From an optimization exercise on the open Yosys and OpenROAD flow, aimed at small area; shortcuts taken in it are not production practice. The RTL was checked by simulation tests, not by an equivalence proof against the original design. Power and IR drop assume default switching activity.

== north ==
// SingleCycleCPU
module SingleCycleCPU (
    input   wire        clk,
    input   wire        start,
    output  wire [31:0] pc,
    input   wire [31:0] inst,
    output  wire        wb_we,
    output  wire [4:0]  wb_rd,
    output  wire [31:0] wb_data,
    output  wire [7:0]  segments,
    output  wire [3:0]  an
);
    genvar g, k, b;
    wire [4:0] op  = inst[6:2];
    wire [2:0] f3  = inst[14:12];
    wire [4:0] rd  = inst[11:7];
    wire [4:0] rs1 = inst[19:15];
    wire [4:0] rs2 = inst[24:20];
    wire is_alu  = op[2];                    
    wire is_r    = op[2] & op[3];
    wire is_sw   = ~op[4] & op[3] & ~op[2];
    wire is_br   = op[4] & ~op[0];
    wire is_jal  = op[1];
    wire is_jalr = op[4] & op[0] & ~op[1];
    wire is_jmp  = op[4];                    
    wire is_lw   = ~op[4] & ~op[2];          
    wire reg_write = op[2] | ~op[3] | op[0];
    wire [31:0] imm_i = {{20{inst[31]}}, inst[31:20]};
    wire [31:0] imm_s = {{20{inst[31]}}, inst[31:25], inst[11:7]};
    wire [31:0] imm_b = {{20{inst[31]}}, inst[7], inst[30:25], inst[11:8], 1'b0};
    wire [31:0] imm_j = {{12{inst[31]}}, inst[19:12], inst[20], inst[30:21], 1'b0};
    wire [31:0] wbd;
    wire [31:0] rf [1:31];
    reg  [31:1] rv;
    assign wb_we = reg_write & (rd != 5'd0);
    wire [3:0] wlo = 4'd1 << rd[1:0];
    wire [7:0] whi = {8{reg_write}} & (8'd1 << rd[4:2]);
    wire [31:0] rwe;
    generate for (g = 1; g < 32; g = g + 1) begin : rfw
        assign rwe[g] = wlo[g % 4] & whi[g / 4];
        reg [31:0] q;
        always @(posedge clk)
            if (rwe[g]) q <= wbd;
        assign rf[g] = q;
    end endgenerate
    assign rwe[0] = 1'b0;
    always @(posedge clk or negedge start)
        if (!start) rv <= 31'd0;
        else rv <= rv | rwe[31:1];
    wire [3:0] lo1 = 4'd1 << rs1[1:0];
    wire [7:0] hi1 = 8'd1 << rs1[4:2];
    wire [3:0] lo2 = 4'd1 << rs2[1:0];
    wire [7:0] hi2 = 8'd1 << rs2[4:2];
  ...
Size: about 2200 flip-flops, about 120 I/O pins, ~89000 um2 of cells after synthesis.
==> flow/config.mk <==
export PLATFORM = sky130hd
export DESIGN_NAME = SingleCycleCPU
export DESIGN_NICKNAME = SingleCycleCPU
export VERILOG_FILES = /design/flow/design.v
export SDC_FILE = /design/flow/constraint.sdc
export NUM_CORES = 4
export LEC_CHECK = 0
export CAP_MARGIN = 20
export CORE_MARGIN = 2
export CORE_UTILIZATION = 45
export PLACE_DENSITY = 0.65
export SLEW_MARGIN = 20
export SYNTH_HIERARCHICAL = 1
==> flow/constraint.sdc <==
create_clock -name core_clock -period 25.0 [get_ports {clk}]
set_input_delay 5.0000 -clock core_clock [delete_from_list [all_inputs] [get_ports {clk}]]
set_output_delay 5.0000 -clock core_clock [all_outputs]
set_load 0.01 [all_outputs]
standard.sh (not shown) runs the stock make flow with config.mk's settings and CLKGATE_MAP_FILE= SYNTH_SCRIPT=/design/flow/synth_recipe.tcl, a recipe that flattens the netlist after the stock synthesis.
==> flow/flow/run.sh <==
#!/bin/bash
# The standard layout (standard.sh: ORFS synthesis to finish) with these
# changes to how it is built:
#  - ports are buffered with sky130_fd_sc_hd__buf_1 instead of the default
#    buffer cell chosen by buffer_ports;
#  - clock tree synthesis uses clkbuf_16 leaves over larger sink clusters and
#    inserts no dummy loads;
#  - extra antenna repair after global routing (30% ratio margin) and after
#    detailed routing if violations remain (flow/post_grt.tcl, post_drt.tcl).
# Everything else (synthesis, floorplan, power grid, taps, placement,
# routing) is the standard flow. Full output goes to standard.log.
set -euo pipefail
HERE=$(cd "$(dirname "$0")" && pwd)
export BUFFER_PORTS_ARGS="-buffer_cell sky130_fd_sc_hd__buf_1"
export CTS_ARGS="-sink_clustering_enable -repair_clock_nets -dont_use_dummy_load -sink_clustering_size 30 -sink_clustering_max_diameter 60 -buf_list sky130_fd_sc_hd__clkbuf_16"
export POST_GLOBAL_ROUTE_TCL="$HERE/post_grt.tcl"
export POST_DETAIL_ROUTE_TCL="$HERE/post_drt.tcl"
bash standard.sh finish > standard.log 2>&1
==> flow/flow/post_drt.tcl <==
# After detailed routing and the standard antenna loop: if violations remain,
# repair with a ratio margin and route again, a few times at most.
set extra_tries 0
while { [check_antennas] > 0 && $extra_tries < 3 } {
  repair_antennas -ratio_margin 30 -allow_congestion
  detailed_route {*}$::all_args
  incr extra_tries
}
==> flow/flow/post_grt.tcl <==
# After global routing: repair antennas once more with a 30% ratio margin, so
# that nets close to the limit are fixed (jumpers/diodes) before detailed
# routing, and rewrite the route guides the detailed router reads.
repair_antennas -iterations 5 -ratio_margin 30
check_placement -verbose
write_guides $::env(RESULTS_DIR)/route.guide
north has completed all stages; timing, DRC and antenna checks passed.
Changes in south relative to north:
# north
export LEC_CHECK = 0
export CAP_MARGIN = 20
export CORE_MARGIN = 2
export CORE_UTILIZATION = 45
export PLACE_DENSITY = 0.65
export SLEW_MARGIN = 20
export SYNTH_HIERARCHICAL = 1
create_clock -name core_clock -period 25.0 [get_ports {clk}]
# south
export LEC_CHECK = 0
export CAP_MARGIN = 20
export CORE_MARGIN = 2
export CORE_UTILIZATION = 45
export CTS_BUF_LIST = sky130_fd_sc_hd__clkbuf_16
export CTS_CLUSTER_DIAMETER = 60
export CTS_CLUSTER_SIZE = 30
export PLACE_DENSITY = 0.65
export SLEW_MARGIN = 20
export SYNTH_HIERARCHICAL = 1
create_clock -name core_clock -period 25.0 [get_ports {clk}]
==> flow/run.sh (new file) <==
#!/bin/bash
# synth_recipe.tcl (not shown) runs the flow's synth.tcl, then flattens the netlist and writes it again
# the make line also repeats each setting of config.mk as NAME=value (left out here)
make -C /OpenROAD-flow-scripts/flow DESIGN_CONFIG=/design/flow/config.mk WORK_HOME=/design/flow/orfs CLKGATE_MAP_FILE= SYNTH_SCRIPT=/design/flow/synth_recipe.tcl finish
removed: flow/flow/run.sh
removed: flow/flow/post_drt.tcl
removed: flow/flow/post_grt.tcl
removed: flow/standard.sh
Results
- In south the implementation completed, yet the final layout does not meet the checks, the culprit being antenna rules.
- Both conditions hold for north: the flow ran to the end and the final layout passed the timing, design-rule and antenna checks.
- south: post-route clock skew is 0.046 ns lower than what north reported.
- Changes observed in south relative to north: net switching share of the total power increased 0.72 points; global-route usage ~0 delta; hold slack essentially unchanged; layout net count shows no meaningful change; share of power burned in registers has decreased.
- Delta(total power, south - north) > 0

## afterwards: timing with drivers on the ports
In the flow no input, the clock included, has a driving cell. The finished layouts below were timed again as built, in two steps.
Step 1: set_driving_cell puts a clkbuf_16 on clk and a buf_2 on each other input, an assumption about the parent block.
Step 2 also shifts input and output timing later by t, the mid clock arrival at the registers, as if the neighbouring blocks saw the same clock.
Slacks: ideal / step 1 / step 2; pairs: ideal / step 1.
| run | shift t [ns] | setup slack, ns | latest minus earliest clock arrival (ns) | slew at the worst register clock pin (ns) | pins driven straight from the clock port |
|---|---|---|---|---|---|
| north | 0.889 | 1.908 / 1.793 / 1.793 | 0.097 / 0.097 | 0.11 / 0.11 | 1 |
| south | 0.904 | 1.190 / 1.071 / 1.071 | 0.051 / 0.050 | 0.12 / 0.12 | 1 |
The setup slack of south, which loses most, moves by -0.119 ns with the drivers and by -0.119 ns with both steps.
